What follows belongs to an exercise in optimizing a design on an open flow for small area; a production flow would make more cautious choices. In this exercise RTL edits were held to simulation tests only and were not proved equivalent to the original. Power is estimated from default activity; no workload was simulated.

**run.sh**
```bash
#!/bin/bash
# synth_recipe.tcl (not shown) runs the flow's synth.tcl, then flattens the netlist and writes it again
# the make line also repeats each setting of config.mk as NAME=value (left out here)
make -C /OpenROAD-flow-scripts/flow DESIGN_CONFIG=/design/flow/config.mk WORK_HOME=/design/flow/orfs CLKGATE_MAP_FILE= SYNTH_SCRIPT=/design/flow/synth_recipe.tcl finish
```
**design.v**
```verilog
`timescale 1ns/1ps
module master_ahb(
  input  logic        clk_master,
  input  logic        rst_master,
  input  logic        HREADY,          
  input  logic [31:0] HRDATA,          
  input  logic [31:0] data_top,
  input  logic        write_top,       
  input  logic [3:0]  beat_length,     
  input  logic        enb,             
  input  logic [31:0] addr_top,
  input  logic        wrap_enb,        
  output logic [31:0] HADDR,
  output logic        HWRITE,
  output logic [2:0]  HSIZE,
  output logic [31:0] HWDATA,
  output logic [2:0]  HBURST,
  output logic [1:0]  HTRANS,
  output logic fifo_empty,
  output logic fifo_full
);
  typedef enum logic [2:0] {
    S_IDLE                = 3'b000,
    S_WRITE_ADDR          = 3'b001,
    S_WRITE_DATA          = 3'b010
  } state_t;
  state_t present_state, next_state;
  logic [31:0] addr_internal;
  logic [3:0]  count;         
  logic [3:0]  wr_ptr;
  logic [3:0]  rd_ptr;
  localparam int MEM_DEPTH = 16;
  logic [31:0] mem [0:MEM_DEPTH-1];
  logic next_HWRITE;
  logic [2:0] next_HSIZE;                
  logic [31:0] next_HWDATA;
  logic [2:0] next_HBURST;
  logic [1:0] next_HTRANS;
  logic [4:0] fifo_count;  
  logic push, pop;
  assign push = write_top && (fifo_count < MEM_DEPTH);
  assign pop  = (present_state == S_WRITE_DATA) && HREADY &&
                (HBURST == 3'b011 || HBURST == 3'b000) && (fifo_count > 0);
  assign fifo_empty = (fifo_count == 0);
  assign fifo_full  = (fifo_count >= MEM_DEPTH-1);  
  always_ff @(posedge clk_master or posedge rst_master) begin
    if (rst_master) begin
      wr_ptr        <= 4'd0;
      rd_ptr        <= 4'd0;
      addr_internal <= 32'h0;
      count         <= 4'd0;
      present_state <= S_IDLE;
      HWRITE        <= 1'b0;
      HSIZE         <= 3'b010;
      HWDATA        <= 32'h0;
      HBURST        <= 3'b000;
      HTRANS        <= 2'b00;
      fifo_count    <= 5'd0;
      for (int i = 0; i < MEM_DEPTH; i = i + 1) mem[i] <= 32'h0;
    end else begin
      if (push) begin
        mem[wr_ptr] <= data_top;
        wr_ptr <= wr_ptr + 1'b1;
      end
      if (pop) begin
        rd_ptr <= rd_ptr + 1'b1;
      end
      if (push && !pop)
        fifo_count <= fifo_count + 1'b1;
      else if (pop && !push)
        fifo_count <= fifo_count - 1'b1;
      present_state <= next_state;
      HWRITE <= next_HWRITE;
      HSIZE  <= next_HSIZE;
      HWDATA <= next_HWDATA;
      HBURST <= next_HBURST;
      HTRANS <= next_HTRANS;
      if (present_state == S_IDLE && next_state == S_WRITE_ADDR) begin
        addr_internal <= addr_top;
        count <= 4'd0;
      end
      if (present_state == S_WRITE_DATA && HREADY) begin
        if (HBURST == 3'b011) begin  
          count <= count + 1'b1;
          if (!wrap_enb) begin
            addr_internal <= addr_internal + 32'h4;
          end else begin
            if (addr_internal[3:0] == 4'hC)  
              addr_internal <= addr_internal - 32'hC;  
            else
              addr_internal <= addr_internal + 32'h4;
          end
        end else if (HBURST == 3'b000) begin  
          count <= 4'd0;  
        end
      end
    end
  end
  always_comb begin
    next_state    = present_state;
    next_HWRITE   = 1'b0;
    next_HSIZE    = 3'b010;
    next_HWDATA   = 32'h0;                 
    next_HBURST   = 3'b000;
    next_HTRANS   = 2'b00;
    case (present_state)
      S_IDLE: begin
        if (enb && HREADY && (fifo_count > 0)) begin
          if (beat_length == 1 && !wrap_enb) begin
            next_HWRITE = 1'b1;
            next_HBURST = 3'b000;  
            next_state = S_WRITE_ADDR;
          end else if (beat_length == 4) begin
            next_HWRITE = 1'b1;
            next_HBURST = 3'b011;  
            next_state = S_WRITE_ADDR;
          end
        end
      end
      S_WRITE_ADDR: begin
        next_HWRITE = 1'b1;
        next_HSIZE  = 3'b010;   
        next_HBURST = HBURST;   
        next_HTRANS = 2'b10;    
        next_state = S_WRITE_DATA;
      end
      S_WRITE_DATA: begin
        next_HWRITE = 1'b1;
        next_HSIZE  = 3'b010;
        next_HBURST = HBURST;   
        if (HBURST == 3'b000) begin
          if (fifo_count > 0)
            next_HWDATA = mem[rd_ptr];   
          else
            next_HWDATA = data_top;
          next_HTRANS = 2'b10;
          if (HREADY) next_state = S_IDLE;
        end
        else if (HBURST == 3'b011) begin
          if (fifo_count > 0) begin
            next_HWDATA = mem[rd_ptr];
          end else begin
            next_HWDATA = 32'h0;  
          end
          next_HTRANS = 2'b11;  
          if ((count == 4'd3) && HREADY) next_state = S_IDLE;
        end
      end
      default: next_state = S_IDLE;
    endcase
  end
  assign HADDR = addr_internal;
endmodule
```
**config.mk**
```make
export PLATFORM = sky130hd
export DESIGN_NAME = master_ahb
export DESIGN_NICKNAME = master_ahb
export VERILOG_FILES = /design/flow/design.v
export SDC_FILE = /design/flow/constraint.sdc
export NUM_CORES = 4
export LEC_CHECK = 0
export CAP_MARGIN = 20
export CORE_MARGIN = 2
export CORE_UTILIZATION = 40
export PLACE_DENSITY = 0.6
export SLEW_MARGIN = 20
```
**constraint.sdc**
```tcl
create_clock -name core_clock -period 5.0 [get_ports {clk_master}]
set_input_delay 1.0000 -clock core_clock [delete_from_list [all_inputs] [get_ports {clk_master}]]
set_output_delay 1.0000 -clock core_clock [all_outputs]
set_load 0.01 [all_outputs]
```
==> metrics.yaml, run 1 <==
min_path_type: "flip-flop to flip-flop"
gp_congestion: 0.863
synth_seq_cells: 600
final_util_pct: 47.5
crit_arrival_ns: 2.72
seq_power_share_pct: 45.4
ios: 181
path_max_fanout: 7
antenna_found_initial: 5
synth_fa_ha_area_share_pct: 0.719
cap_violations: 0
power_density_nw_per_um2: 553
grtUsageTotal_pct: 25.1
cp-start-kind: "flip-flop"
area_delta_synth_final_pct: 17.6
max-vdd-ir-drop_mv: 0.283
ys.flop_type: "dfrtp_1"
yosysTopAreaCell: "dfrtp_1"
grt_max_degree: 112
pwr-share-comb_pct: 25.6
num_rows: 95
via_count: 19400
drtAntennaViolNets: 0
cts_setup_buffers: 0
fin_crit_sh_pct: 74.4
yosysUniqueCellTypes: 74
port_buffers: 144
drtIter0Drc: 1719
die_area_um2: 70000
hold_violations: 0
synth_simple_gate_area_share_pct: 6.82
required_ns: 4.00
max_freq_ghz: 0.269
cts_tree: "yes"
worstMarginPinSlew_ns: 1.17
netlist_instances: 2185
grt_most_used_layer: "met2"
fin_skew_ns: 0.0306
grt_pass1_vias: 20100
slowest_stage: "clkdlybuf4s50_1"
critPathKind: "flip-flop to output port"
synth_area_leaders: "dfrtp_1, mux2_2, a22oi_1, nand2_1, clkbuf_1"
nets: 2392
grt_pass1_wl_um: 131000
cts_max_level: 3
ys_async_sr_fraction_pct: 100
synth_xor_area_share_pct: 0.419
drive_gt1_share_pct: 31.8
synth-compound-area-share_pct: 11.3
drt_pre_antenna_iters: 8
cpPeakStageDelay_ns: 0.61
maxSlewViolCount: 0
worst_slack_ns: 1.28
drc: 0
clkPwrFrac_pct: 29.0
met3_usage_pct: 4.15
cts_made_buffers: 67
status: "timing/DRC/antenna clean"
initial_core_util_pct: 40.4
synth_top_family_by_area: "multiplexers"
syn_area_um2: 27200
met1_usage_pct: 33.3
gr-total-overflow: 0
worstSkewPairLatency_ns: 0.62
end_kind: "output port"
internal-power_mw: 12.4
routed_wirelength_um: 87900
min_period_ns: 3.72
clk_pin_slew_ns: 0.06
fp.dieH_um: 265
swShare_pct: 29.9
hpwl_um: 50300
use_met2_pct: 40.7
cts.repair.resized: 0
setup_violations: 0
rsz0062_at_grt: "false"
p_leak_nw: 14.2
cts-hold-fix-buffers: 0
net-switching-power_mw: 5.28
pre_cts_slack_ns: 1.05
tns_ns: 0
cts_sinks: 600
fp.dieW_um: 265
synth_mux_area_share_pct: 22.2
synth_top_area_share_pct: 55.3
ys_warn_count: 2
cts_buffer_depth: 3
synth_seq_area_share_pct: 55.3
synth_area_per_cell_um2: 12.4
p_total_mw: 17.7
clockRootBuffer: "clkbuf_16"
slew-limit-headroom_pct: 22.0
drt-wirelength-per-cell_um: 27.5
via_per_inst: 6.07
synth_edf_count: 0
path_cells: "or4_1 > or2_1 > inv_2 > clkdlybuf4s50_1"
core_area_um2: 67200
## area by class of cell
cell class,instances,area [um2]
diodes,2,5.00
clock buffers,101,2030
clock inverters,20,265
fillers,5877,35200
inverters,20,78.8
multi-input cells,1371,11300
flip-flops and latches,600,15000
well taps,873,1090
repair buffers,211,2080
## through the flow
stage,instance area [um2],cells,hold slack (ns)
detailed placement,29600,3074,0.455
CTS,31900,3195,0.465
global route,31900,3197,0.492
floorplan,27200,2188,0.437
finish,31900,3198,0.471
global placement,29600,3074,0.453
## state kept, by name, indices dropped and copies added (netlist names)
name and cells:
HWDATA 32, count 4, rd_ptr 4, HWRITE 1, fifo_count 5, addr_internal 32
mem 512, present_state 3, wr_ptr 4, HTRANS 2, HBURST 1
## routing by layer
metal  vias to the layer above  wire (um)  part of all wire (%)
li1                       8265          -                     -
met1                     10300      37200                    42
met2                       683      41800                    48
met3                       190       5460                   6.2
met4                         6       3410                   3.9
met5                         -         34                 0.039
## cells by family after synthesis
family	after synthesis
simple gates	374
fa+ha+maj	15
xor+xnor	13
compound gates	428
other cells	2
buf+inv	217
mux	536
flops	600
## worst paths after layout
| path | from | endpoint | slack (ns) | depth (start not counted) |
|---|---|---|---|---|
| max reg2reg | rd_ptr[0]$_DFFE_PP0P_ | HWDATA[30]$_DFF_PP0_ | 1.30 | 8 |
| min reg2reg | present_state[2]$_DFF_PP0_ | present_state[1]$_DFF_PP0_ | 0.47 | 1 |
| max | fifo_count[1]$_DFFE_PP0P_ | fifo_empty | 1.28 | 4 |
| max in group asynchronous | rst_master | mem[5][10]$_DFFE_PP0P_ | 3.12 | 4 |
| min in group asynchronous | rst_master | HWDATA[30]$_DFF_PP0_ | 0.71 | 2 |
| min | present_state[2]$_DFF_PP0_ | present_state[1]$_DFF_PP0_ | 0.47 | 1 |
## cells in the mapped netlist, drive strengths merged, types with 19 or more instances
cell / n
o21ai: 71
a22o: 32
nor2: 65
dfrtp: 600
a21oi: 58
a22oi: 96
a222oi: 25
nand3: 51
nand4: 28
clkbuf: 106
o22ai: 19
a221oi: 24
nor2b: 22
mux2: 524
nand2: 115
nor3: 29
buf: 91
inv: 20
## placed cells by master, fill, tap and decap left out, drive strengths merged, types with 14 or more instances in the layout
cell type | netlist | routed
clkbuf | 106 | 101
a211oi | 18 | 18
nor2 | 65 | 65
a22o | 32 | 32
dfrtp | 600 | 600
and3 | 18 | 18
nand4 | 28 | 28
mux2 | 524 | 524
inv | 20 | 23
a31oi | 16 | 16
a21oi | 58 | 58
nand3 | 51 | 51
a22oi | 96 | 96
clkdlybuf4s50 | 0 | 144
buf | 91 | 67
a221oi | 24 | 24
nor3 | 29 | 29
ha | 14 | 14
o21ai | 71 | 71
nand2 | 115 | 115
nor2b | 22 | 22
o22ai | 19 | 19
a222oi | 25 | 25
## power by group through the flow
stage / Clock, mW / Sequential [mW] / Combinational [mW]
after global placement: 0 / 7.91 / 4.32
after global routing: 5.40 / 8.26 / 4.86
final: 5.13 / 8.02 / 4.51
after CTS: 5.20 / 7.99 / 4.52
after detailed placement: 0 / 8.06 / 4.50
after floorplan: 0 / 7.78 / 3.23
## worst max-delay path: cells and delay by family, from the launching register on
family	cells	cell delay, ns
buf+inv	2	0.86
simple gates	2	0.84
flops	1	0.43
==> run 2, diff against run 1 <==
==> design.v (replaced) <==
`timescale 1ns/1ps
module master_ahb(
  input  logic        clk_master,
  input  logic        rst_master,
  input  logic        HREADY,
  input  logic [31:0] HRDATA,
  input  logic [31:0] data_top,
  input  logic        write_top,
  input  logic [3:0]  beat_length,
  input  logic        enb,
  input  logic [31:0] addr_top,
  input  logic        wrap_enb,
  output logic [31:0] HADDR,
  output logic        HWRITE,
  output logic [2:0]  HSIZE,
  output logic [31:0] HWDATA,
  output logic [2:0]  HBURST,
  output logic [1:0]  HTRANS,
  output logic fifo_empty,
  output logic fifo_full
);
  logic [31:0] mem [0:15];
  logic [4:0]  fifo_count;    
  logic [3:0]  hw_ptr;        
  logic        hw_valid;      
  logic        st_addr, st_data;   
  logic        burst;              
  logic [1:0]  count;              
  logic push, pop, empty, shift, start;
  assign empty = (fifo_count == 5'd0);
  assign push  = write_top && !fifo_count[4];
  assign pop   = st_data && HREADY && !empty;
  assign start = !st_addr && !st_data && enb && HREADY && !empty &&
                 ((beat_length == 4'd1 && !wrap_enb) || beat_length == 4'd4);
  assign shift = push || empty;
  assign fifo_empty = empty;
  assign fifo_full  = fifo_count[4] || (fifo_count[3:0] == 4'hF);
  always_ff @(posedge clk_master) begin
    if (shift) begin
      mem[0] <= data_top;
      for (int i = 1; i < 16; i++) mem[i] <= mem[i-1];
    end
  end
  always_ff @(posedge clk_master) begin
    if (empty) hw_ptr <= 4'd0;
    else       hw_ptr <= fifo_count[3:0] - 4'd1 + {3'b0, push};
  end
  always_ff @(posedge clk_master or posedge rst_master) begin
    if (rst_master) begin
      fifo_count <= 5'd0;
      hw_valid   <= 1'b0;
      st_addr    <= 1'b0;
      st_data    <= 1'b0;
      burst      <= 1'b0;
      count      <= 2'd0;
      HADDR      <= 32'h0;
      HWRITE     <= 1'b0;
      HTRANS     <= 2'b00;
    end else begin
      if (push && !pop)      fifo_count <= fifo_count + 5'd1;
      else if (pop && !push) fifo_count <= fifo_count - 5'd1;
      hw_valid <= st_data && (!empty || !burst);
      HWRITE    <= start || st_addr || st_data;
      HTRANS[1] <= st_addr || st_data;
      HTRANS[0] <= st_data && burst;
      if (start) begin
        burst <= (beat_length == 4'd4);
        HADDR <= addr_top;
        count <= 2'd0;
      end else if (!st_addr && !st_data) begin
        burst <= 1'b0;
      end
      st_addr <= start;
      if (st_addr)
        st_data <= 1'b1;
      else if (st_data && HREADY && (!burst || count == 2'd3))
        st_data <= 1'b0;
      if (st_data && HREADY && burst) begin
        count <= count + 2'd1;
        if (wrap_enb && HADDR[3:0] == 4'hC)
          HADDR[3:2] <= 2'b00;
        else
          HADDR[31:2] <= HADDR[31:2] + 30'd1;
      end
    end
  end
  logic [15:0] rsel;
  always_comb begin
    for (int i = 0; i < 16; i++) rsel[i] = hw_valid && (hw_ptr == i[3:0]);
  end
  always_comb begin
    HWDATA = 32'h0;
    for (int i = 0; i < 16; i++) HWDATA = HWDATA | (mem[i] & {32{rsel[i]}});
  end
  assign HSIZE  = 3'b010;
  assign HBURST = {1'b0, burst, burst};
endmodule
--- a/config.mk
+++ b/config.mk
@@ -7,6 +7,7 @@
 export LEC_CHECK = 0
 export CAP_MARGIN = 20
 export CORE_MARGIN = 2
-export CORE_UTILIZATION = 40
+export CORE_UTILIZATION = 60
+export CTS_BUF_LIST = sky130_fd_sc_hd__clkbuf_4
 export PLACE_DENSITY = 0.6
 export SLEW_MARGIN = 20
==> run 2 against run 1 <==
  * Global-route usage grew 2.4 points
  * Clock skew is 0.017 ns higher
  * Worst hold slack got worse by 0.051 ns
  * Synthesized area decreased by 22%
  * Flip-flop and latch count down 38
  * Core utilization is 25 points higher
  * Cell count is 34% lower
  * Largest power group unchanged
==> metrics.yaml, run 2 <==
status: "timing/DRC/antenna clean"
yosysTopAreaCell: "edfxtp_1"
synth_fa_ha_area_share_pct: 0.568
nets: 1686
final_cell_mix: "edfxtp_1, a22oi_1, clkbuf_4"
syn_area_um2: 21100
routed_wirelength_um: 48800
gp_congestion: 0.806
hpwl_um: 27200
port_buffers: 144
synth_simple_gate_area_share_pct: 7.29
numPlacedInstances: 1883
drtAntennaViolNets: 0
cp-start-kind: "flip-flop"
synth_edf_count: 512
synth_seq_area_share_pct: 78.6
critPathKind: "flip-flop to output port"
p_total_mw: 13.9
net-switching-power_mw: 3.85
final_area_um2: 25200
final_util_pct: 72.6
antenna_found_initial: 2
fin_skew_ns: 0.0480
gr-total-overflow: 0
cts_sinks: 562
fp.dieH_um: 192
clockRootBuffer: "clkbuf_4"
clkPwrFrac_pct: 26.7
core_area_um2: 34600
worstMarginPinSlew_ns: 0.874
layout_commonest_cell: "edfxtp_1"
synth_mux_area_share_pct: 0.207
crit_cells: 7
drt-wirelength-per-cell_um: 23.1
initial_core_util_pct: 61.0
slew-limit-headroom_pct: 41.3
crit_buf_inv: 2
synth_area_per_cell_um2: 16.1
largest_reg_flops: 512
ys_warn_count: 2
cp_top_family: "simple AND/OR/NAND/NOR gates"
ys_async_sr_fraction_pct: 8.19
reg_top3: "mem: 512 flops, HADDR: 32 flops, fifo_count: 5 flops"
cts_setup_buffers: 0
area_delta_synth_final_pct: 19.0
synth_xor_area_share_pct: 0.332
cts-hold-fix-buffers: 0
reg2reg_setup_slack_ns: 2.14
max_freq_ghz: 0.212
grt_pass1_wl_um: 74800
max-vdd-ir-drop_mv: 0.316
crit_arrival_ns: 3.71
die_area_um2: 36700
grt_max_degree: 107
synth-compound-area-share_pct: 11.4
maxSlewViolCount: 0
pwr-share-comb_pct: 12.3
drc: 0
cpPeakStageDelay_ns: 0.65
grt_pass1_vias: 13300
slowest_stage: "nor2_4"
dpl_cell_area_um2: 23400
cts_max_level: 4
min_period_ns: 4.71
path_max_fanout: 17
r2r-start: "fifo_count[1]$_DFFE_PP0P_"
p_leak_nw: 9.18
netlist_instances: 1311
hold_violations: 0
synth_area_leaders: "edfxtp_1, a22oi_1, dfrtp_1, nand2_1, or4_1"
worstSkewPairLatency_ns: 0.82
synth_top_area_share_pct: 72.7
path_cells: "or3b_2 > nor2_4 > buf_12 > a22oi_1 > nand2_1 > or4_1 > clkdlybuf4s50_1"
via_count: 13100
drive_gt1_share_pct: 16.7
synth_most_common_cell: "edfxtp_1"
num_rows: 68
min_path_type: "flip-flop to flip-flop"
cts_tree: "yes"
end_kind: "output port"
r2r_end: "fifo_count[4]$_DFFE_PP0P_"
ios: 181
ys.flop_type: "edfxtp_1"
fp.dieW_um: 192
grtUsageTotal_pct: 27.4
ys_top_cells_by_count: "edfxtp_1, a22oi_1, nand2_1"
clk_pin_slew_ns: 0.07
power_density_nw_per_um2: 554
cts_made_buffers: 141
tns_ns: 0
via_per_inst: 6.20
fin_crit_sh_pct: 94.2
cap_violations: 0
seq_power_share_pct: 60.9
synth_seq_cells: 562
swShare_pct: 27.6
rsz0062_at_grt: "false"
top_register: "mem"
nFillCells: 2224
r2r_cells: 11
cts_buffer_depth: 3
drtIter0Drc: 1256
yosysUniqueCellTypes: 62
synth_top_family_by_area: "compound AO/OA/AOI/OAI gates"
fin_cells: 2112
crit_path_start: "hw_ptr[2]$_SDFF_PP0_"
drt_pre_antenna_iters: 5
required_ns: 4.00
setup_violations: 0
internal-power_mw: 10.1
cp-endpoint: "HWDATA[2]"
[run 2: worst min path at each step]
stage / start / end / slack, ns / depth (start not counted)
floorplan: mem[9][11]$_DFFE_PP_ / mem[10][11]$_DFFE_PP_ / 0.43 / 0
global route: mem[3][0]$_DFFE_PP_ / mem[4][0]$_DFFE_PP_ / 0.42 / 0
detailed placement: mem[6][15]$_DFFE_PP_ / mem[7][15]$_DFFE_PP_ / 0.43 / 0
finish: mem[3][0]$_DFFE_PP_ / mem[4][0]$_DFFE_PP_ / 0.42 / 0
CTS: mem[3][0]$_DFFE_PP_ / mem[4][0]$_DFFE_PP_ / 0.42 / 0
global placement: mem[10][30]$_DFFE_PP_ / mem[11][30]$_DFFE_PP_ / 0.43 / 0
[run 2: layer usage]
layer  wire length [um]  GRT usage [%]  vias up
li1                   -              -     5861
met1              20100           39.1     6453
met2              23000           41.5      677
met3               4650           7.18      103
met4               1010           9.53        0
met5                  0              0        -
[run 2: kinds of logic after synthesis]
group | Yosys count
AO/OA/AOI/OAI | 327
XOR/XNOR | 8
adder cells (fa/ha/maj) | 9
buffers and inverters | 79
flip-flops | 562
multiplexers | 4
other | 2
AND/OR/NAND/NOR | 320
[run 2: timing repair]
item | 4_1_cts | 5_1_grt
gates resized for setup | 0 | 2
setup endpoints to repair | 0 | 3
hold endpoints to repair | 0 | 0
[run 2: power groups by stage]
stage | sequential [mW] | clock (mW) | combinational (mW)
2_1_floorplan | 8.35 | 0 | 0.920
3_3_place_gp | 8.47 | 0 | 1.70
3_5_place_dp | 8.53 | 0 | 1.74
4_1_cts | 8.48 | 3.82 | 1.73
5_1_grt | 8.69 | 4.05 | 1.88
6_report | 8.49 | 3.72 | 1.72
[run 2: area by class of cell]
cell class                      instances  area, um2  area share [%]
Antenna cell                            2       5.00          0.0199
Clock buffer                          197       1480            5.88
Clock inverter                         30        206           0.821
Inverter                               15       58.8           0.234
Multi-Input combinational cell        672       4330            17.2
Sequential cell                       562      16600            66.0
Tap cell                              455        569            2.26
Timing Repair Buffer                  179       1890            7.52
[run 2: per-stage QoR]
step           hold slack (ns)  worst slack (ns)
2_1_floorplan            0.427              1.41
3_3_place_gp             0.429             0.999
3_5_place_dp             0.432             0.992
4_1_cts                  0.420            0.0730
5_1_grt                  0.417            0.0912
6_report                 0.420             0.288
==> run 3, diff against run 2 <==
--- a/config.mk
+++ b/config.mk
@@ -7,7 +7,6 @@
 export LEC_CHECK = 0
 export CAP_MARGIN = 20
 export CORE_MARGIN = 2
-export CORE_UTILIZATION = 60
-export CTS_BUF_LIST = sky130_fd_sc_hd__clkbuf_4
+export CORE_UTILIZATION = 40
 export PLACE_DENSITY = 0.6
 export SLEW_MARGIN = 20
==> run 3 against run 2 <==
  * Register-to-register slack lost 0.25 ns
  * Worst hold slack gained 0.0073 ns
  * Largest power group unchanged
  * Final area grew 2.0%
  * Cell count grew 5.1%
  * Global-route usage shrank 8.7 points
  * Still clean on timing, DRC and antenna
  * Non-clock buffer count shrank 2
  * Count of clock-buffer cells in the layout shrank 127
  * Synthesized cell count is the same
  * Critical endpoint is now HWDATA[15]
==> metrics.yaml, run 3 <==
fp.dieW_um: 234
ys.flop_type: "edfxtp_1"
synth_most_common_cell: "edfxtp_1"
path_max_fanout: 23
r2r_end: "HADDR[14]$_DFF_PP0_"
via_count: 12700
cpPeakStageDelay_ns: 0.91
grt_pass1_vias: 12600
internal-power_mw: 10.7
rsz0062_at_grt: "false"
setup_violations: 0
gp_congestion: 0.830
synth_xor_area_share_pct: 0.332
seq_power_share_pct: 57.8
cap_violations: 0
fp.dieH_um: 234
drc: 0
cts.repair.resized: 0
ys_top_cells_by_count: "edfxtp_1, a22oi_1, nand2_1"
p_leak_nw: 9.09
cts-hold-fix-buffers: 0
clockRootBuffer: "clkbuf_16"
die_area_um2: 54700
ys_async_sr_fraction_pct: 8.19
max_freq_ghz: 0.214
ios: 181
clk_pin_slew_ns: 0.06
worstMarginPinSlew_ns: 1.04
drive_gt1_share_pct: 10.1
maxSlewViolCount: 0
worstSkewPairLatency_ns: 0.62
area_delta_synth_final_pct: 21.3
cp-start-kind: "flip-flop"
synth-compound-area-share_pct: 11.4
yosysTopAreaCell: "edfxtp_1"
synth_edf_count: 512
synth_area_per_cell_um2: 16.1
initial_core_util_pct: 40.3
cts_tree: "yes"
fin_crit_sh_pct: 93.4
cp_top_family: "simple AND/OR/NAND/NOR gates"
routed_wirelength_um: 51400
r2r-start: "fifo_count[1]$_DFFE_PP0P_"
power_density_nw_per_um2: 573
via_per_inst: 5.74
synth_mux_area_share_pct: 0.207
fin_skew_ns: 0.0317
crit_buf_inv: 2
clkPwrFrac_pct: 30.5
cts_setup_buffers: 0
reg_top3: "mem: 512 flops, HADDR: 32 flops, fifo_count: 5 flops"
drtAntennaViolNets: 0
swShare_pct: 27.0
synth_top_area_share_pct: 72.7
grt_max_degree: 118
status: "timing/DRC/antenna clean"
hold_end: "mem[10][21]$_DFFE_PP_"
drt-wirelength-per-cell_um: 23.1
min_path_cells: 0
hp-start: "mem[9][21]$_DFFE_PP_"
grt_pass1_wl_um: 77100
nets: 1600
pwr-share-comb_pct: 11.7
core_area_um2: 52400
reg2reg_setup_slack_ns: 1.89
r2r_cells: 6
hold_violations: 0
syn_area_um2: 21100
max-vdd-ir-drop_mv: 0.287
synth_fa_ha_area_share_pct: 0.568
drtIter0Drc: 1180
antenna_found_initial: 3
netlist_instances: 1311
final_cell_mix: "edfxtp_1, a22oi_1, nand2_1"
synth_top_family_by_area: "compound AO/OA/AOI/OAI gates"
tns_ns: 0
cts_buffer_depth: 3
min_period_ns: 4.67
synth_area_leaders: "edfxtp_1, a22oi_1, dfrtp_1, nand2_1, or4_1"
cts_sinks: 562
min_path_type: "flip-flop to flip-flop"
gr-total-overflow: 0
required_ns: 4.00
slew-limit-headroom_pct: 30.0
synth_simple_gate_area_share_pct: 7.29
yosysUniqueCellTypes: 62
net-switching-power_mw: 3.96
critPathKind: "flip-flop to output port"
top_register: "mem"
num_rows: 84
crit_arrival_ns: 3.67
largest_reg_flops: 512
layout_commonest_cell: "edfxtp_1"
port_buffers: 144
end_kind: "output port"
cts_made_buffers: 57
drt_pre_antenna_iters: 5
synth_seq_area_share_pct: 78.6
ys_warn_count: 2
grtUsageTotal_pct: 18.7
slowest_stage: "nor2_4"
path_cells: "nand3_1 > nor2_4 > buf_4 > a22oi_1 > nand2_1 > or4_1 > clkdlybuf4s50_1"
antennaDiodeCount: 0
synth_seq_cells: 562
hpwl_um: 28500
whs_ns: 0.427
cts_max_level: 2
-- run 3: cell count changes in the layout (fill, tap and decap cells not counted), sizes merged --
cell      change
clkbuf      -127
diode         -2
bufinv        +6
clkinvlp      +4
buf           -2
inv           -3
clkinv        -1
-- run 3: area by class of cell --
cell class | count | area (um2)
clock buffer | 70 | 1500
clock inverter | 36 | 485
fill | 4364 | 26800
inverter | 15 | 58.8
multi-input combinational | 672 | 4320
sequential | 562 | 16600
tap | 688 | 861
timing repair buffer | 177 | 1810
-- run 3: worst reg2reg max path, stage by stage (launching register included) --
cell      delay, ns
dfrtp_1        0.47
or2_1          0.24
or4_4          0.48
clkinv_2       0.16
or3_1          0.80
inv_2          0.37
a221o_1        0.44
-- run 3: cells by family after synthesis --
group | count (synthesis)
compound gates | 327
xor+xnor | 8
fa+ha+maj | 9
buf+inv | 79
flops | 562
mux | 4
other cells | 2
simple gates | 320
-- run 3: worst max path at each step --
stage,depth (start not counted),slack [ns],startpoint,end
6_report,7,0.33,hw_ptr[2]$_SDFF_PP0_,HWDATA[15]
2_1_floorplan,2,1.41,write_top,mem[0][0]$_DFFE_PP_
3_5_place_dp,7,0.95,hw_ptr[2]$_SDFF_PP0_,HWDATA[15]
4_1_cts,7,0.26,hw_ptr[2]$_SDFF_PP0_,HWDATA[15]
5_1_grt,7,0.20,hw_ptr[2]$_SDFF_PP0_,HWDATA[15]
3_3_place_gp,7,0.99,hw_ptr[2]$_SDFF_PP0_,HWDATA[3]
-- run 3: per-layer routing --
| metal | GRT usage [%] | wire length [um] |
|---|---|---|
| met5 | 0 | 43 |
| met4 | 6.13 | 1280 |
| met3 | 4.30 | 4610 |
| met2 | 28.3 | 23300 |
| met1 | 26.9 | 22100 |
-- run 3: power groups by stage --
stage | logic [mW] | clock network, mW | registers, mW
2_1_floorplan | 0.920 | 0 | 8.35
3_3_place_gp | 1.70 | 0 | 8.50
3_5_place_dp | 1.75 | 0 | 8.54
4_1_cts | 1.75 | 4.58 | 8.50
5_1_grt | 1.90 | 4.74 | 8.70
6_report | 1.73 | 4.48 | 8.50
-- run 3: per-stage QoR --
step / std cells / setup slack, ns / util (%) / total power [mW] / cell area (um2)
after floorplan: 1313 / 1.41 / - / 9.27 / 21200
after global placement: 2114 / 0.987 / 45.1 / 10.2 / 23700
after detailed placement: 2114 / 0.949 / 45.1 / 10.3 / 23700
after CTS: 2220 / 0.256 / 48.9 / 14.8 / 25600
after global routing: 2220 / 0.198 / 48.9 / 15.3 / 25600
final: 2220 / 0.331 / 48.9 / 14.7 / 25600
==> run 4, diff against run 3 <==
==> flow/run.sh (new file) <==
#!/bin/bash
set -euo pipefail
cd "$(dirname "$0")/.."
export BUFFER_PORTS_ARGS="-buffer_cell sky130_fd_sc_hd__buf_1"
export CTS_ARGS="-sink_clustering_enable -repair_clock_nets -dont_use_dummy_load -buf_list sky130_fd_sc_hd__clkbuf_16 -sink_clustering_size 24 -sink_clustering_max_diameter 60"
bash standard.sh finish > flow_make.log 2>&1
==> standard.sh (new file) <==
#!/bin/bash
# synth_recipe.tcl (not shown) runs the flow's synth.tcl, then flattens the netlist and writes it again
# the make line also repeats each setting of config.mk as NAME=value (left out here)
make -C /OpenROAD-flow-scripts/flow DESIGN_CONFIG=/design/flow/config.mk WORK_HOME=/design/flow/orfs CLKGATE_MAP_FILE= SYNTH_SCRIPT=/design/flow/synth_recipe.tcl "${@:-finish}"
--- a/config.mk
+++ b/config.mk
@@ -7,6 +7,6 @@
 export LEC_CHECK = 0
 export CAP_MARGIN = 20
 export CORE_MARGIN = 2
-export CORE_UTILIZATION = 40
+export CORE_UTILIZATION = 60
 export PLACE_DENSITY = 0.6
 export SLEW_MARGIN = 20
removed: run.sh
==> run 4 against run 3 <==
  * Count of clock-buffer cells in the layout is 33 lower
  * Cell count shrank 14%
  * Flip-flop and latch count unchanged
  * Critical path depth stayed put
  * Global-route usage up 7.6 points
  * Die area shrank 33%
  * Register-to-register slack gained 0.25 ns
  * Still clean on timing, DRC and antenna
  * Sequential power barely moved
  * Final area decreased by 8.9%
  * Non-clock buffer count up 2
  * Largest cell class unchanged
  * Synthesized area unchanged
==> metrics.yaml, run 4 <==
status: "timing/DRC/antenna clean"
cts.repair.resized: 0
initial_core_util_pct: 61.0
synth_mux_area_share_pct: 0.207
gr-total-overflow: 0
numPlacedInstances: 1883
grt_pass1_vias: 12200
maxSlewViolCount: 0
via_per_inst: 6.47
fin_cells: 1920
path_cells: "or3b_2 > nor2_4 > buf_4 > a22oi_1 > nand2_1 > or4_1 > buf_1"
ys.flop_type: "edfxtp_1"
cts_buffer_depth: 3
hold_violations: 0
cts_sinks: 562
yosysTopAreaCell: "edfxtp_1"
synth_top_area_share_pct: 72.7
fp.dieW_um: 192
cts_setup_buffers: 0
max-vdd-ir-drop_mv: 0.442
end_kind: "output port"
cts_max_level: 2
min_path_type: "flip-flop to flip-flop"
slew-limit-headroom_pct: 36.1
reg2reg_setup_slack_ns: 2.14
fin_skew_ns: 0.0432
synth_seq_area_share_pct: 78.6
pre_cts_slack_ns: 1.42
nets: 1582
synth_most_common_cell: "edfxtp_1"
synth_seq_cells: 562
setup_violations: 0
drive_gt1_share_pct: 7.10
hp-start: "mem[9][17]$_DFFE_PP_"
p_total_mw: 12.7
hold_end: "mem[10][17]$_DFFE_PP_"
slowest_stage: "or3b_2"
critPathKind: "flip-flop to output port"
routed_wirelength_um: 47800
core_area_um2: 34600
drt_pre_antenna_iters: 6
rsz0062_at_grt: "false"
hpwl_um: 27100
ys_top_cells_by_count: "edfxtp_1, a22oi_1, nand2_1"
die_area_um2: 36700
synth_simple_gate_area_share_pct: 7.29
final_cell_mix: "edfxtp_1, a22oi_1, nand2_1"
syn_area_um2: 21100
port_buffers: 144
min_period_ns: 4.08
worstMarginPinSlew_ns: 0.952
ios: 181
layout_commonest_cell: "edfxtp_1"
grt_pass1_wl_um: 71800
drtIter0Drc: 1192
worstSkewPairLatency_ns: 0.56
clk_pin_slew_ns: 0.08
grt_max_degree: 108
reg_top3: "mem: 512 flops, HADDR: 32 flops, fifo_count: 5 flops"
largest_reg_flops: 512
cpPeakStageDelay_ns: 0.60
worst_slack_ns: 0.916
cts-hold-fix-buffers: 0
synth_xor_area_share_pct: 0.332
num_rows: 68
gp_congestion: 0.819
r2r_end: "fifo_count[4]$_DFFE_PP0P_"
required_ns: 4.00
synth_edf_count: 512
drc: 0
drtAntennaViolNets: 0
drt-wirelength-per-cell_um: 24.9
fin_crit_sh_pct: 81.7
cts_made_buffers: 37
clockRootBuffer: "clkbuf_16"
fp.dieH_um: 192
min_path_cells: 0
r2r_cells: 11
yosysUniqueCellTypes: 62
r2r-start: "fifo_count[2]$_DFFE_PP0P_"
grtUsageTotal_pct: 26.3
max_freq_ghz: 0.245
synth-compound-area-share_pct: 11.4
ys_async_sr_fraction_pct: 8.19
cap_violations: 0
tns_ns: 0
via_count: 12400
path_max_fanout: 21
power_density_nw_per_um2: 543
synth_area_per_cell_um2: 16.1
area_delta_synth_final_pct: 10.5
antennaDiodeCount: 0
synth_area_leaders: "edfxtp_1, a22oi_1, dfrtp_1, nand2_1, or4_1"
synth_fa_ha_area_share_pct: 0.568
synth_top_family_by_area: "compound AO/OA/AOI/OAI gates"
cts_tree: "yes"
crit_arrival_ns: 3.08
ys_warn_count: 2
netlist_instances: 1311
p_leak_nw: 8.23
top_register: "mem"
antenna_found_initial: 0
cp-start-kind: "flip-flop"
[run 4: cell counts after synthesis]
No cell type changed its count.
[run 4: logic make-up (layout without fill, tap and decap cells)]
group / Yosys count / after routing
XOR/XNOR: 8 / 8
multiplexers: 4 / 4
flip-flops: 562 / 562
buffers and inverters: 79 / 231
AND/OR/NAND/NOR: 320 / 320
other: 2 / 4
AO/OA/AOI/OAI: 327 / 327
adder cells (fa/ha/maj): 9 / 9
[run 4: per-layer routing]
metal	GRT usage, %	vias to the layer above	wire length [um]
li1	-	5519	-
met1	39.4	6262	20000
met2	40.4	568	22700
met3	4.59	71	4140
met4	7.51	0	1000
met5	0	-	0
[run 4: cell type report]
class	count	area, um2
sequential	562	16600
fill	2434	11300
multi-input combinational	672	4320
clock buffer	37	926
timing repair buffer	179	878
tap	455	569
inverter	15	58.8
[run 4: worst max-delay path: cells and delay by family, from the launching register on]
family / cells / cell delay (ns)
buf+inv: 2 / 0.75
simple gates: 4 / 1.21
flops: 1 / 0.40
compound gates: 1 / 0.17
[run 4: report_power, final]
part	switching (mW)	leakage [nW]	internal (mW)
clock	1.43	0.456	1.32
combinational	1.09	2.30	0.374
sequential	0.960	5.47	7.51
total	3.48	8.23	9.20
[run 4: how the worst max path moves through the flow]
stage          cells past startpoint            startpoint  slack [ns]             endpoint
6_report                           7  hw_ptr[2]$_SDFF_PP0_        0.92           HWDATA[20]
3_5_place_dp                       7  hw_ptr[2]$_SDFF_PP0_        1.42            HWDATA[0]
5_1_grt                            7  hw_ptr[2]$_SDFF_PP0_        0.75            HWDATA[3]
4_1_cts                            7  hw_ptr[2]$_SDFF_PP0_        0.83            HWDATA[0]
2_1_floorplan                      2             write_top        1.41  mem[0][0]$_DFFE_PP_
3_3_place_gp                       7  hw_ptr[2]$_SDFF_PP0_        1.43            HWDATA[0]
[run 4: metrics by stage]
stage	area (um2)	utilization, %	hold slack (ns)
2_1_floorplan	21200	-	0.427
3_3_place_gp	22400	64.8	0.429
3_5_place_dp	22400	64.8	0.434
4_1_cts	23400	67.4	0.408
5_1_grt	23400	67.5	0.416
6_report	23400	67.5	0.407
==> run 5, diff against run 4 <==
==> flow/run.sh (replaced) <==
#!/bin/bash
set -euo pipefail
cd "$(dirname "$0")/.."
export BUFFER_PORTS_ARGS="-buffer_cell sky130_fd_sc_hd__buf_1"
export CTS_ARGS="-sink_clustering_enable -repair_clock_nets -dont_use_dummy_load -buf_list sky130_fd_sc_hd__clkbuf_8 -sink_clustering_size 16 -sink_clustering_max_diameter 50"
bash standard.sh finish > flow_make.log 2>&1
==> run 5 against run 4 <==
  * Worst hold slack improved by 0.019 ns
  * Register-to-register slack got worse by 0.06 ns
  * Clock power fell by 18%
  * First-iteration DRC count rose by 2.6%
  * Largest power group unchanged
  * Clock skew is 0.023 ns higher
  * Sequential share of layout area is 0.82 points higher
==> metrics.yaml, run 5 <==
ff_latch_area_um2: 16600
ys_async_sr_fraction_pct: 8.19
drive_gt1_share_pct: 7.79
synth_area_leaders: "edfxtp_1, a22oi_1, dfrtp_1, nand2_1, or4_1"
end_kind: "output port"
met1_usage_pct: 39.9
grt_pass1_wl_um: 72200
cts_tree: "yes"
netlist_instances: 1311
hold_violations: 0
path_cells: "nand3_1 > nor2_4 > buf_4 > a22oi_1 > nand2_1 > or4_1 > buf_1"
drt-wirelength-per-cell_um: 24.8
min_path_type: "flip-flop to flip-flop"
tns_ns: 0
gr-total-overflow: 0
p_leak_nw: 8.12
final_area_um2: 23100
min_period_ns: 4.16
synth_seq_area_share_pct: 78.6
ys.flop_type: "edfxtp_1"
cts_buffer_depth: 3
synth_seq_cells: 562
antenna_found_initial: 0
yosysTopAreaCell: "edfxtp_1"
fp.dieH_um: 192
fin_skew_ns: 0.0667
ys_top_cells_by_count: "edfxtp_1, a22oi_1, nand2_1"
drt_pre_antenna_iters: 5
final_cell_mix: "edfxtp_1, a22oi_1, nand2_1"
num_rows: 68
yosysUniqueCellTypes: 62
cts_setup_buffers: 0
nFillCells: 2493
largest_reg_flops: 512
use_met2_pct: 40.2
clockRootBuffer: "clkbuf_8"
worstSkewPairLatency_ns: 0.65
met3_usage_pct: 5.46
required_ns: 4.00
layout_commonest_cell: "edfxtp_1"
drc: 0
cts_sinks: 562
synth_area_per_cell_um2: 16.1
ys_warn_count: 2
crit_buf_inv: 2
hpwl_um: 27100
die_area_um2: 36700
cp_top_family: "simple AND/OR/NAND/NOR gates"
antennaDiodeCount: 0
fin_crit_sh_pct: 83.3
port_buffers: 144
grt_pass1_vias: 12200
maxSlewViolCount: 0
cts_made_buffers: 48
cts_max_level: 2
cts.repair.resized: 0
top_register: "mem"
slowest_stage: "nor2_4"
drtAntennaViolNets: 0
cpPeakStageDelay_ns: 0.83
rsz0062_at_grt: "false"
cap_violations: 0
synth_edf_count: 512
grt_max_degree: 108
ios: 181
cts-hold-fix-buffers: 0
crit_arrival_ns: 3.16
initial_core_util_pct: 61.0
synth_most_common_cell: "edfxtp_1"
syn_area_um2: 21100
max_freq_ghz: 0.240
reg_top3: "mem: 512 flops, HADDR: 32 flops, fifo_count: 5 flops"
max-vdd-ir-drop_mv: 0.301
cp-start-kind: "flip-flop"
drtIter0Drc: 1223
critPathKind: "flip-flop to output port"
power_density_nw_per_um2: 528
core_area_um2: 34600
clk_pin_slew_ns: 0.10
setup_violations: 0
via_count: 12500
fp.dieW_um: 192
multi_input_area_um2: 4320
synth_top_area_share_pct: 72.7
status: "timing/DRC/antenna clean"
gp_congestion: 0.819
grt_most_used_layer: "met2"
reg2reg_setup_slack_ns: 2.08
slew-limit-headroom_pct: 36.5
routed_wirelength_um: 48000
grtUsageTotal_pct: 26.4
via_per_inst: 6.45
area_delta_synth_final_pct: 9.27
path_max_fanout: 22
dpl_cell_area_um2: 22400
nets: 1593
worstMarginPinSlew_ns: 0.950
[run 5: cell counts after synthesis]
No cell type changed its count.
[run 5: kinds of logic after synthesis]
family	share of synthesized area [%]
DFF	78.6
adders and majority gates	0.568
other	0.0355
buffers and inverters	1.59
xor gates and xnor gates	0.332
muxes	0.207
and+or+nand+nor	7.29
AOI/OAI and AO/OA	11.4
[run 5: report_power, final]
| part | switching, mW | total (mW) | internal [mW] |
|---|---|---|---|
| combinational | 1.09 | 1.46 | 0.374 |
| sequential | 0.960 | 8.47 | 7.51 |
| clock | 1.40 | 2.26 | 0.858 |
| total | 3.45 | 12.2 | 8.74 |
[run 5: metrics by stage]
step                      setup WS, ns  hold WS [ns]  cells  utilization, %  power, mW
after detailed placement          1.42         0.434   1883            64.8       10.0
final                            0.835         0.426   1931            66.7       12.2
after global placement            1.43         0.429   1883            64.8       9.92
after CTS                        0.716         0.423   1931            66.7       12.3
after global routing             0.650         0.433   1931            66.7       12.8
after floorplan                   1.41         0.427   1313               -       9.27
[run 5: cell type report]
| type | instances | share of cell area [%] |
|---|---|---|
| sequential | 562 | 71.9 |
| multi-input combinational | 672 | 18.7 |
| timing repair buffer | 179 | 3.80 |
| clock buffer | 48 | 2.86 |
| tap | 455 | 2.47 |
| inverter | 15 | 0.255 |
[run 5: path summary, 6_finish.rpt]
kind	from	endpoint	cells past startpoint
setup / recovery	hw_ptr[2]$_SDFF_PP0_	HWDATA[3]	7
hold / removal	mem[10][0]$_DFFE_PP_	mem[11][0]$_DFFE_PP_	0
setup reg to reg	fifo_count[1]$_DFFE_PP0P_	fifo_count[4]$_DFFE_PP0P_	11
hold reg to reg	mem[10][0]$_DFFE_PP_	mem[11][0]$_DFFE_PP_	0
max in group asynchronous	rst_master	HTRANS[0]$_DFF_PP0_	2
min in group asynchronous	rst_master	fifo_count[1]$_DFFE_PP0P_	2
[run 5: worst reg2reg max path: stages (launching register included)]
cell     delay [ns]
dfrtp_1        0.49
or2_1          0.25
or4_4          0.47
nand3_1        0.12
ha_1           0.18
inv_1          0.10
fa_1           0.42
a21o_1         0.20
a21oi_1        0.17
xnor2_1        0.13
nor2_1         0.06
xor2_1         0.15
[run 5: metal layers]
metal | share of wire (%) | vias to the layer above
li1 | - | 5524
met1 | 42 | 6262
met2 | 47 | 582
met3 | 9.4 | 83
met4 | 1.9 | 0
met5 | 0 | -
==> run 6, diff against run 5 <==
--- a/design.v
+++ b/design.v
@@ -54,13 +54,11 @@
       burst      <= 1'b0;
       count      <= 2'd0;
       HADDR      <= 32'h0;
-      HWRITE     <= 1'b0;
       HTRANS     <= 2'b00;
     end else begin
       if (push && !pop)      fifo_count <= fifo_count + 5'd1;
       else if (pop && !push) fifo_count <= fifo_count - 5'd1;
       hw_valid <= st_data && (!empty || !burst);
-      HWRITE    <= start || st_addr || st_data;
       HTRANS[1] <= st_addr || st_data;
       HTRANS[0] <= st_data && burst;
       if (start) begin
@@ -92,6 +90,7 @@
     HWDATA = 32'h0;
     for (int i = 0; i < 16; i++) HWDATA = HWDATA | (mem[i] & {32{rsel[i]}});
   end
+  assign HWRITE = st_addr || HTRANS[1];
   assign HSIZE  = 3'b010;
   assign HBURST = {1'b0, burst, burst};
 endmodule
==> run 6 against run 5 <==
  * Clock power about the same
  * Flip-flop and latch count is 1 lower
  * Cell count fell by 0.47%
  * Critical path type unchanged
  * Sequential share of layout area fell by 0.13 points
  * Non-clock buffer count grew 4
  * Die area about the same
  * Synthesized cell count down 0.46%
  * Critical endpoint is now HWDATA[24]
  * Combinational power about the same
==> metrics.yaml, run 6 <==
via_count: 12400
synth_xor_area_share_pct: 0.290
drt-wirelength-per-cell_um: 24.6
synth_top_family_by_area: "compound AO/OA/AOI/OAI gates"
port_buffers: 144
top_register: "mem"
num_rows: 68
path_max_fanout: 12
power_density_nw_per_um2: 528
grtUsageTotal_pct: 26.2
cts_buffer_depth: 3
fin_crit_sh_pct: 83.6
netlist_instances: 1305
yosysTopAreaCell: "edfxtp_1"
synth_edf_count: 512
via_per_inst: 6.46
grt_pass1_vias: 12100
fp.dieW_um: 192
synth_area_leaders: "edfxtp_1, a22oi_1, dfrtp_1, nand2_1, or4_1"
synth_mux_area_share_pct: 0.148
end_kind: "output port"
core_area_um2: 34600
synth_fa_ha_area_share_pct: 0.568
worstMarginPinSlew_ns: 0.873
min_path_type: "flip-flop to flip-flop"
drtIter0Drc: 1379
nets: 1584
fin_skew_ns: 0.0534
max-vdd-ir-drop_mv: 0.311
drtAntennaViolNets: 0
antenna_found_initial: 0
cts_tree: "yes"
initial_core_util_pct: 61.1
final_util_pct: 66.7
required_ns: 4.00
ys_warn_count: 2
synth_area_per_cell_um2: 16.2
status: "timing/DRC/antenna clean"
cap_violations: 0
routed_wirelength_um: 47400
critPathKind: "flip-flop to output port"
synth_simple_gate_area_share_pct: 7.14
fin_cells: 1922
cts_sinks: 561
largest_reg_flops: 512
ff_latch_area_um2: 16600
max_freq_ghz: 0.239
yosysUniqueCellTypes: 65
cp-start-kind: "flip-flop"
multi_input_area_um2: 4330
grt_max_degree: 137
drive_gt1_share_pct: 7.91
drc: 0
fp.dieH_um: 192
hpwl_um: 27800
setup_violations: 0
hold_violations: 0
ys.flop_type: "edfxtp_1"
ios: 181
cts-hold-fix-buffers: 0
crit_arrival_ns: 3.18
worstSkewPairLatency_ns: 0.64
drt_pre_antenna_iters: 5
clk_pin_slew_ns: 0.10
synth-compound-area-share_pct: 11.7
clockRootBuffer: "clkbuf_8"
nFillCells: 2412
synth_most_common_cell: "edfxtp_1"
maxSlewViolCount: 0
cts_setup_buffers: 0
numPlacedInstances: 1875
die_area_um2: 36800
p_leak_nw: 8.03
cts_made_buffers: 47
gr-total-overflow: 0
area_delta_synth_final_pct: 9.26
slew-limit-headroom_pct: 41.6
gp_congestion: 0.786
final_cell_mix: "edfxtp_1, a22oi_1, nand2_1"
ys_async_sr_fraction_pct: 8.02
cts_max_level: 2
synth_seq_cells: 561
synth_top_area_share_pct: 72.7
grt_pass1_wl_um: 71400
min_period_ns: 4.18
cts.repair.resized: 0
reg_top3: "mem: 512 flops, HADDR: 32 flops, fifo_count: 5 flops"
whs_ns: 0.394
syn_area_um2: 21100
synth_seq_area_share_pct: 78.4
layout_commonest_cell: "edfxtp_1"
ys_top_cells_by_count: "edfxtp_1, a22oi_1, nand2_1"
rsz0062_at_grt: "false"
antennaDiodeCount: 0
==> run 6: per-stage QoR <==
step                      area [um2]  setup WS (ns)  setup TNS, ns  total power, mW
final                          23100          0.819              0             12.2
after global routing           23100          0.627              0             12.8
after CTS                      23100          0.748              0             12.3
after detailed placement       22500           1.44              0             10.0
after global placement         22500           1.44              0             9.94
after floorplan                21200          -4.75       -2432.43             9.62
==> run 6: path summary, 6_finish.rpt <==
path / start / cells past startpoint / to / slack, ns
hold / removal: mem[9][31]$_DFFE_PP_ / 0 / mem[10][31]$_DFFE_PP_ / 0.39
hold reg to reg: mem[9][31]$_DFFE_PP_ / 0 / mem[10][31]$_DFFE_PP_ / 0.39
setup reg to reg: fifo_count[2]$_DFFE_PP0P_ / 10 / fifo_count[4]$_DFFE_PP0P_ / 2.16
max in group asynchronous: rst_master / 3 / HADDR[27]$_DFF_PP0_ / 4.06
min in group asynchronous: rst_master / 3 / fifo_count[1]$_DFFE_PP0P_ / 0.50
setup / recovery: hw_valid$_DFF_PP0_ / 7 / HWDATA[24] / 0.82
==> run 6: routing by layer <==
metal  wire length (um)  track usage, %  vias to the layer above
met3               4160            5.15                       70
met1              20000            38.5                     6245
met4               1070            8.34                        0
met2              22200            39.9                      575
met5                  0               0                        -
li1                   -               -                     5522
==> run 6: kinds of logic after synthesis <==
group,Yosys count
DFF,561
and+or+nand+nor,308
muxes,3
buffers and inverters,82
other,2
AOI/OAI and AO/OA,333
xor gates and xnor gates,7
adders and majority gates,9
==> run 6: final cells by class <==
cell class                      count  area share [%]
Sequential cell                   561            71.8
Multi-Input combinational cell    664            18.8
Timing Repair Buffer              183            3.99
Clock buffer                       47            2.80
Tap cell                          455            2.46
Inverter                           12           0.206
==> run 6: where the power goes <==
group / switching (mW) / internal (mW)
combinational: 1.09 / 0.399
clock: 1.39 / 0.841
sequential: 0.973 / 7.50
==> run 6: worst max-delay path: stages (launching register included) <==
cell and delay [ns]:
dfrtp_1 0.39, or3b_2 0.59, nor3_4 0.67, buf_4 0.37, a22oi_1 0.12, nand2_1 0.13, or4_1 0.12, buf_1 0.18
==> run 7, diff against run 6 <==
==> flow/run.sh (replaced) <==
#!/bin/bash
set -euo pipefail
cd "$(dirname "$0")/.."
export BUFFER_PORTS_ARGS="-buffer_cell sky130_fd_sc_hd__buf_1"
export CTS_ARGS="-sink_clustering_enable -repair_clock_nets -dont_use_dummy_load -buf_list sky130_fd_sc_hd__clkbuf_4 -sink_clustering_size 10 -sink_clustering_max_diameter 40"
bash standard.sh finish > flow_make.log 2>&1
==> run 7 against run 6 <==
  * Sequential share of layout area grew 0.23 points
  * Critical path type unchanged
  * Critical path depth is the same
  * Global-route usage grew 0.40 points
  * Still clean on timing, DRC and antenna
  * Power shrank 1.0%
  * Largest cell class unchanged
  * Highest routed layer unchanged
  * Synthesized cell count is the same
  * Worst hold slack lost 0.028 ns
  * Sequential power is essentially flat
  * Clock power shrank 5%
==> metrics.yaml, run 7 <==
status: "timing/DRC/antenna clean"
drtAntennaViolNets: 0
grt_pass1_wl_um: 72300
synth_area_per_cell_um2: 16.2
end_kind: "output port"
drc: 0
nFillCells: 2442
synth_edf_count: 512
ys.flop_type: "edfxtp_1"
synth_area_leaders: "edfxtp_1, a22oi_1, dfrtp_1, nand2_1, or4_1"
fin_skew_ns: 0.104
clockRootBuffer: "clkbuf_4"
syn_area_um2: 21100
p_leak_nw: 8.05
max_freq_ghz: 0.231
rsz0062_at_grt: "false"
setup_violations: 0
routed_wirelength_um: 47700
drt-wirelength-per-cell_um: 24.4
power_density_nw_per_um2: 524
grt_max_degree: 137
cts_setup_buffers: 0
clk_pin_slew_ns: 0.10
synth-compound-area-share_pct: 11.7
min_period_ns: 4.32
drt_pre_antenna_iters: 5
crit_arrival_ns: 3.32
hold_violations: 0
num_rows: 68
worstSkewPairLatency_ns: 0.78
min_path_type: "flip-flop to flip-flop"
synth_seq_cells: 561
ys_top_cells_by_count: "edfxtp_1, a22oi_1, nand2_1"
worst_slack_ns: 0.676
antenna_found_initial: 1
fin_crit_sh_pct: 86.5
grt_pass1_vias: 12300
die_area_um2: 36800
cp-start-kind: "flip-flop"
initial_core_util_pct: 61.1
cpPeakStageDelay_ns: 0.67
core_area_um2: 34600
port_buffers: 144
maxSlewViolCount: 0
whs_ns: 0.366
synth_top_family_by_area: "compound AO/OA/AOI/OAI gates"
grtUsageTotal_pct: 26.6
cts_max_level: 3
synth_top_area_share_pct: 72.7
final_util_pct: 66.5
pre_cts_slack_ns: 1.44
synth_fa_ha_area_share_pct: 0.568
ios: 181
fp.dieW_um: 192
cap_violations: 0
cts_made_buffers: 76
hpwl_um: 27800
max-vdd-ir-drop_mv: 0.311
cts_sinks: 561
ys_warn_count: 2
cts.repair.resized: 0
critPathKind: "flip-flop to output port"
ys_async_sr_fraction_pct: 8.02
final_cell_mix: "edfxtp_1, a22oi_1, nand2_1"
area_delta_synth_final_pct: 8.91
layout_commonest_cell: "edfxtp_1"
worstMarginPinSlew_ns: 0.866
gr-total-overflow: 0
via_per_inst: 6.47
netlist_instances: 1305
synth_seq_area_share_pct: 78.4
yosysUniqueCellTypes: 65
synth_mux_area_share_pct: 0.148
synth_xor_area_share_pct: 0.290
via_count: 12600
drive_gt1_share_pct: 9.69
synth_simple_gate_area_share_pct: 7.14
path_max_fanout: 12
gp_congestion: 0.786
top_register: "mem"
yosysTopAreaCell: "edfxtp_1"
fp.dieH_um: 192
nets: 1613
slowest_stage: "nor3_4"
cts_tree: "yes"
synth_most_common_cell: "edfxtp_1"
largest_reg_flops: 512
slew-limit-headroom_pct: 42.1
required_ns: 4.00
path_cells: "or3b_2 > nor3_4 > buf_4 > a22oi_1 > nand2_1 > or4_1 > buf_1"
cts_buffer_depth: 3
reg_top3: "mem: 512 flops, HADDR: 32 flops, fifo_count: 5 flops"
cts-hold-fix-buffers: 0
drtIter0Drc: 1367
==> run 7: cell counts after synthesis <==
No cell type changed its count.
==> run 7: critical path: cells and delay by family, from the launching register on <==
kind / cells / cell delay (ns)
simple gates: 4 / 1.47
flops: 1 / 0.39
buf+inv: 2 / 0.61
compound gates: 1 / 0.12
==> run 7: where the power goes <==
part	switching, mW	internal (mW)
sequential	0.978	7.49
combinational	1.09	0.399
clock	1.41	0.700
==> run 7: logic make-up after synthesis <==
family / after synthesis
other: 2
flip-flops: 561
AND/OR/NAND/NOR: 308
XOR/XNOR: 7
adder cells (fa/ha/maj): 9
buffers and inverters: 82
multiplexers: 3
AO/OA/AOI/OAI: 333
==> run 7: routing by layer <==
metal / vias to the layer above / part of all wire [%] / GRT usage [%]
li1: 5621 / - / -
met3: 85 / 9.1 / 6.49
met4: 0 / 2.2 / 7.54
met1: 6343 / 42 / 38.9
met5: - / 0 / 0
met2: 575 / 47 / 40.2
==> run 7: stage by stage <==
step / total power, mW / cell area (um2) / setup TNS [ns] / std cells
4_1_cts: 12.2 / 23000 / 0 / 1951
3_5_place_dp: 10.0 / 22500 / 0 / 1875
2_1_floorplan: 9.62 / 21200 / -2432.43 / 1307
6_report: 12.1 / 23000 / 0 / 1952
5_1_grt: 12.7 / 23000 / 0 / 1952
3_3_place_gp: 9.94 / 22500 / 0 / 1875
==> run 7: final timing paths <==
path | depth (start not counted) | to | start | slack [ns]
worst max-delay path | 7 | HWDATA[12] | hw_valid$_DFF_PP0_ | 0.68
worst min-delay path | 0 | mem[10][15]$_DFFE_PP_ | mem[9][15]$_DFFE_PP_ | 0.37
worst max register to register | 10 | fifo_count[4]$_DFFE_PP0P_ | fifo_count[3]$_DFFE_PP0P_ | 2.15
worst min register to register | 0 | mem[10][15]$_DFFE_PP_ | mem[9][15]$_DFFE_PP_ | 0.37
max in group asynchronous | 3 | HTRANS[1]$_DFF_PP0_ | rst_master | 4.16
min in group asynchronous | 3 | fifo_count[1]$_DFFE_PP0P_ | rst_master | 0.39
==> run 7: cell type report <==
class / count / area [um2] / area share (%)
diodes: 1 / 2.50 / 0.0109
clock buffers: 76 / 571 / 2.48
inverters: 12 / 47.5 / 0.206
multi-input cells: 664 / 4330 / 18.8
flip-flops and latches: 561 / 16600 / 72.0
well taps: 455 / 569 / 2.47
repair buffers: 183 / 921 / 4.00
==> run 8, diff against run 7 <==
==> flow/run.sh (replaced) <==
#!/bin/bash
# The standard layout (standard.sh) with these changes:
#  - after the standard synthesis, its combinational cells are re-mapped for
#    area (flow/remap.tcl; registers untouched);
#  - port buffers use the smallest buffer (buf_1);
#  - clock tree synthesis without dummy loads, with small clkbuf_4 clusters.
# Each tool's output goes to a log file in this folder (and ORFS's own logs
# under orfs/logs).
set -euo pipefail
cd "$(dirname "$0")/.."
W=$PWD
export BUFFER_PORTS_ARGS="-buffer_cell sky130_fd_sc_hd__buf_1"
export CTS_ARGS="-sink_clustering_enable -repair_clock_nets -dont_use_dummy_load -buf_list \"sky130_fd_sc_hd__clkbuf_8 sky130_fd_sc_hd__clkbuf_16\" -root_buf sky130_fd_sc_hd__clkbuf_16 -sink_clustering_buffer sky130_fd_sc_hd__clkbuf_8 -sink_clustering_size 24 -sink_clustering_max_diameter 40"

# 1. standard synthesis, unchanged
bash standard.sh synth > flow_synth.log 2>&1

# 2. re-map the combinational logic
R=$W/orfs/results/$FLOW_PLATFORM/master_ahb/base
cp "$R/1_2_yosys.v" "$W/standard_synth.v"
YOSYS=yosys
if [[ -x "$FLOW_HOME/../tools/install/yosys/bin/yosys" ]]; then YOSYS="$FLOW_HOME/../tools/install/yosys/bin/yosys"; fi
export REMAP_LIB="$FLOW_HOME/platforms/$FLOW_PLATFORM/lib/sky130_fd_sc_hd__tt_025C_1v80.lib"
export REMAP_DONT_USE="$(sed -n '/DONT_USE_CELLS/,/^$/p' "$FLOW_HOME/platforms/$FLOW_PLATFORM/config.mk" | grep -o 'sky130_fd_sc_hd__[a-z0-9_]*' | tr '\n' ' ')"
export REMAP_IN="$W/standard_synth.v" REMAP_OUT="$W/remapped.v" REMAP_DIR="$W" REMAP_SCRIPT="$W/flow/remap.abc"
"$YOSYS" -c "$W/flow/remap.tcl" > remap_yosys.log 2>&1
cp "$W/remapped.v" "$R/1_2_yosys.v"
sleep 1
touch "$R/1_2_yosys.v"

# 3. the rest of the standard layout, from the re-mapped netlist
bash standard.sh finish > flow_finish.log 2>&1
==> flow/remap.abc (new file) <==
strash
&get -n
&fraig -x
&put
scorr
dc2
strash
&get -n
&dch -f
&nf -a -R 1000
&put
==> flow/remap.tcl (new file) <==
# Re-map the combinational cells of the standard synthesis netlist for area.
# Flip-flop cells are kept as black boxes, so every register keeps its
# instance name, its cell type and its connections; only the logic between
# registers and ports is re-mapped (ABC, area-oriented), with the platform's
# don't-use cells excluded.
yosys -import
set lib $::env(REMAP_LIB)
read_liberty -ignore_miss_func $lib
blackbox sky130_fd_sc_hd__df* sky130_fd_sc_hd__edf* sky130_fd_sc_hd__sdf* sky130_fd_sc_hd__sedf* sky130_fd_sc_hd__dl* sky130_fd_sc_hd__conb_1
read_verilog $::env(REMAP_IN)
hierarchy -top $::env(FLOW_TOP)
tee -o $::env(REMAP_DIR)/remap_before.txt stat -liberty $lib
flatten
opt -fast
set dont_use {}
foreach c $::env(REMAP_DONT_USE) { lappend dont_use -dont_use $c }
abc -liberty $lib {*}$dont_use -script $::env(REMAP_SCRIPT)
# flatten dropped the cell modules: read them back as black boxes so that
# the checks below know the cells' pin directions
read_liberty -lib -overwrite $lib
# wires named after the flattened cells' pins (cell.pin) get internal names
yosys rename -hide w:*.*
setundef -zero
splitnets
opt_clean -purge
hilomap -singleton -hicell sky130_fd_sc_hd__conb_1 HI -locell sky130_fd_sc_hd__conb_1 LO
insbuf -buf sky130_fd_sc_hd__buf_1 A X
opt_clean -purge
check -assert -mapped
hierarchy -top $::env(FLOW_TOP)
tee -o $::env(REMAP_DIR)/remap_after.txt stat -liberty $lib
write_verilog -noattr -nohex -nodec $::env(REMAP_OUT)
==> run 8 against run 7 <==
  * Combinational power shrank about 20%
  * Via count shrank 7.1%
  * Fmax grew 5.0%
  * Flip-flop and latch count is the same
  * Critical path depth grew 1
  * Sequential power shrank 4.7%
  * First-iteration DRC count grew 26%
  * Register-to-register slack lost 0.59 ns
==> metrics.yaml, run 8 <==
cts-hold-fix-buffers: 0
final_area_um2: 22400
cts_tree: "yes"
setup_violations: 0
cts_buffer_depth: 3
drt-wirelength-per-cell_um: 25.5
fp.dieW_um: 187
fp.dieH_um: 187
ios: 181
clockRootBuffer: "clkbuf_16"
p_total_mw: 11.8
min_period_ns: 4.12
drc: 0
nFillCells: 2206
path_max_fanout: 11
power_density_nw_per_um2: 525
port_buffers: 144
hold_end: "mem[7][22]$_DFFE_PP_"
tns_ns: 0
numPlacedInstances: 1706
slowest_stage: "nor3_2"
fin_crit_sh_pct: 82.4
rsz0062_at_grt: "false"
routed_wirelength_um: 44900
crit_top_cell: "buf_4"
hold_violations: 0
netlist_instances: 1088
via_count: 11700
hp-start: "mem[6][22]$_DFFE_PP_"
status: "timing/DRC/antenna clean"
hpwl_um: 25700
area_delta_synth_final_pct: 11.8
required_ns: 4.00
fin_skew_ns: 0.0386
max-vdd-ir-drop_mv: 0.519
nets: 1428
net-switching-power_mw: 3.17
reg_top3: "mem: 512 flops, HADDR: 32 flops, fifo_count: 5 flops"
r2r_end: "HADDR[21]$_DFF_PP0_"
grt_pass1_vias: 11500
max_freq_ghz: 0.243
cpPeakStageDelay_ns: 0.64
worstSkewPairLatency_ns: 0.55
r2r_cells: 7
drt_pre_antenna_iters: 6
ys_warn_count: 2
cts.repair.resized: 0
crit_path_start: "hw_ptr[0]$_SDFF_PP0_"
antenna_found_initial: 1
internal-power_mw: 8.60
maxSlewViolCount: 0
cts_sinks: 561
worstMarginPinSlew_ns: 0.962
drive_gt1_share_pct: 8.26
p_leak_nw: 7.31
clkPwrFrac_pct: 21.3
syn_area_um2: 20100
whs_ns: 0.430
dpl_cell_area_um2: 21600
min_path_type: "flip-flop to flip-flop"
cap_violations: 0
r2r-start: "fifo_count[1]$_DFFE_PP0P_"
grt_pass1_wl_um: 68100
min_path_cells: 0
swShare_pct: 26.9
drtIter0Drc: 1729
fin_cells: 1763
cts_made_buffers: 56
final_cell_mix: "edfxtp_1, buf_1, a222oi_1"
critPathKind: "flip-flop to output port"
slew-limit-headroom_pct: 35.5
via_per_inst: 6.65
end_kind: "output port"
cts_setup_buffers: 0
grt_max_degree: 97
reg2reg_setup_slack_ns: 1.56
seq_power_share_pct: 68.6
die_area_um2: 34900
layout_commonest_cell: "edfxtp_1"
path_cells: "nand3b_1 > nor3_2 > buf_4 > buf_4 > a22oi_1 > and4_1 > nand3_1 > buf_1"
initial_core_util_pct: 61.4
cp-start-kind: "flip-flop"
crit_arrival_ns: 3.12
crit_buf_inv: 3
largest_reg_flops: 512
clk_pin_slew_ns: 0.09
synth_area_per_cell_um2: 18.4
num_rows: 66
top_register: "mem"
gr-total-overflow: 0
cp_top_family: "simple AND/OR/NAND/NOR gates"
gp_congestion: 0.772
grtUsageTotal_pct: 25.7
drtAntennaViolNets: 0
cts_max_level: 2
core_area_um2: 32700
pwr-share-comb_pct: 10.1
[run 8: per-layer routing]
metal / vias to the layer above / part of all wire, % / track usage, % / wire (um)
li1: 5116 / - / - / -
met1: 5886 / 42 / 39.6 / 18900
met2: 657 / 45 / 37.8 / 20400
met3: 69 / 11 / 4.88 / 4750
met4: 0 / 2.0 / 8.36 / 898
met5: - / 0 / 0 / 0
[run 8: worst max-delay path by stage]
stage | to | slack, ns | cells past startpoint
global route | HWDATA[26] | 0.77 | 8
global placement | HADDR[27]$_DFF_PP0_ | 1.21 | 14
detailed placement | HADDR[27]$_DFF_PP0_ | 1.15 | 14
floorplan | HWDATA[18] | 0.89 | 5
CTS | HWDATA[26] | 0.86 | 8
finish | HWDATA[26] | 0.88 | 8
[run 8: area by class of cell]
class	count	area [um2]	area share, %
multi-input cells	517	3570	15.9
diodes	1	2.50	0.0112
clock buffers	56	827	3.69
inverters	6	22.5	0.100
flip-flops and latches	561	16600	73.9
well taps	442	553	2.47
repair buffers	180	873	3.89
[run 8: power groups by stage]
stage / clock network (mW) / registers [mW] / logic, mW
2_1_floorplan: 0 / 7.97 / 0.733
3_3_place_gp: 0 / 8.08 / 1.18
3_5_place_dp: 0 / 8.13 / 1.21
4_1_cts: 2.57 / 8.06 / 1.20
5_1_grt: 2.73 / 8.24 / 1.32
6_report: 2.51 / 8.07 / 1.19
[run 8: metrics by stage]
| step | worst slack (ns) | util, % |
|---|---|---|
| 3_3_place_gp | 1.21 | 66.1 |
| 5_1_grt | 0.768 | 68.6 |
| 2_1_floorplan | 0.891 | - |
| 4_1_cts | 0.860 | 68.6 |
| 3_5_place_dp | 1.15 | 66.1 |
| 6_report | 0.881 | 68.6 |

-- port drivers added, routing unchanged --
In the flow no input, the clock included, has a driving cell. The finished layouts below were timed again as built, in two steps. Step 1 assumes that a clkbuf_16 drives the clock port and a buf_2 every other input. Step 2, shift: input delay + t, output delay - t, t = (earliest + latest rising clock arrival at the registers) / 2. This alone moves slack from input paths to output paths. Three values: ideal ports, drivers, drivers and shift; two values: the first two.
| run | t (ns) | setup slack, ns | clock arrival spread, ns | worst data-port slew with drivers (ns) | cell pins on the clock port's net |
|---|---|---|---|---|---|
| run 1 | 0.658 | 1.280 / 1.224 / 0.974 | 0.034 / 0.034 | 0.10 | 1 |
| run 2 | 0.849 | 0.288 / 0.237 / 1.085 | 0.054 / 0.055 | 0.06 | 1 |
| run 3 | 0.667 | 0.331 / 0.274 / 0.942 | 0.051 / 0.051 | 0.08 | 1 |
| run 4 | 0.595 | 0.916 / 0.863 / 1.458 | 0.051 / 0.051 | 0.07 | 1 |
| run 5 | 0.667 | 0.835 / 0.788 / 1.456 | 0.067 / 0.067 | 0.07 | 1 |
| run 6 | 0.662 | 0.819 / 0.768 / 1.430 | 0.058 / 0.058 | 0.07 | 1 |
| run 7 | 0.776 | 0.676 / 0.623 / 1.399 | 0.105 / 0.105 | 0.07 | 1 |
| run 8 | 0.593 | 0.881 / 0.826 / 1.122 | 0.053 / 0.053 | 0.07 | 1 |
After both steps setup and hold are still met in every run listed. The setup slack of run 1, which loses most, moves by -0.056 ns with the drivers and by -0.306 ns with both steps.
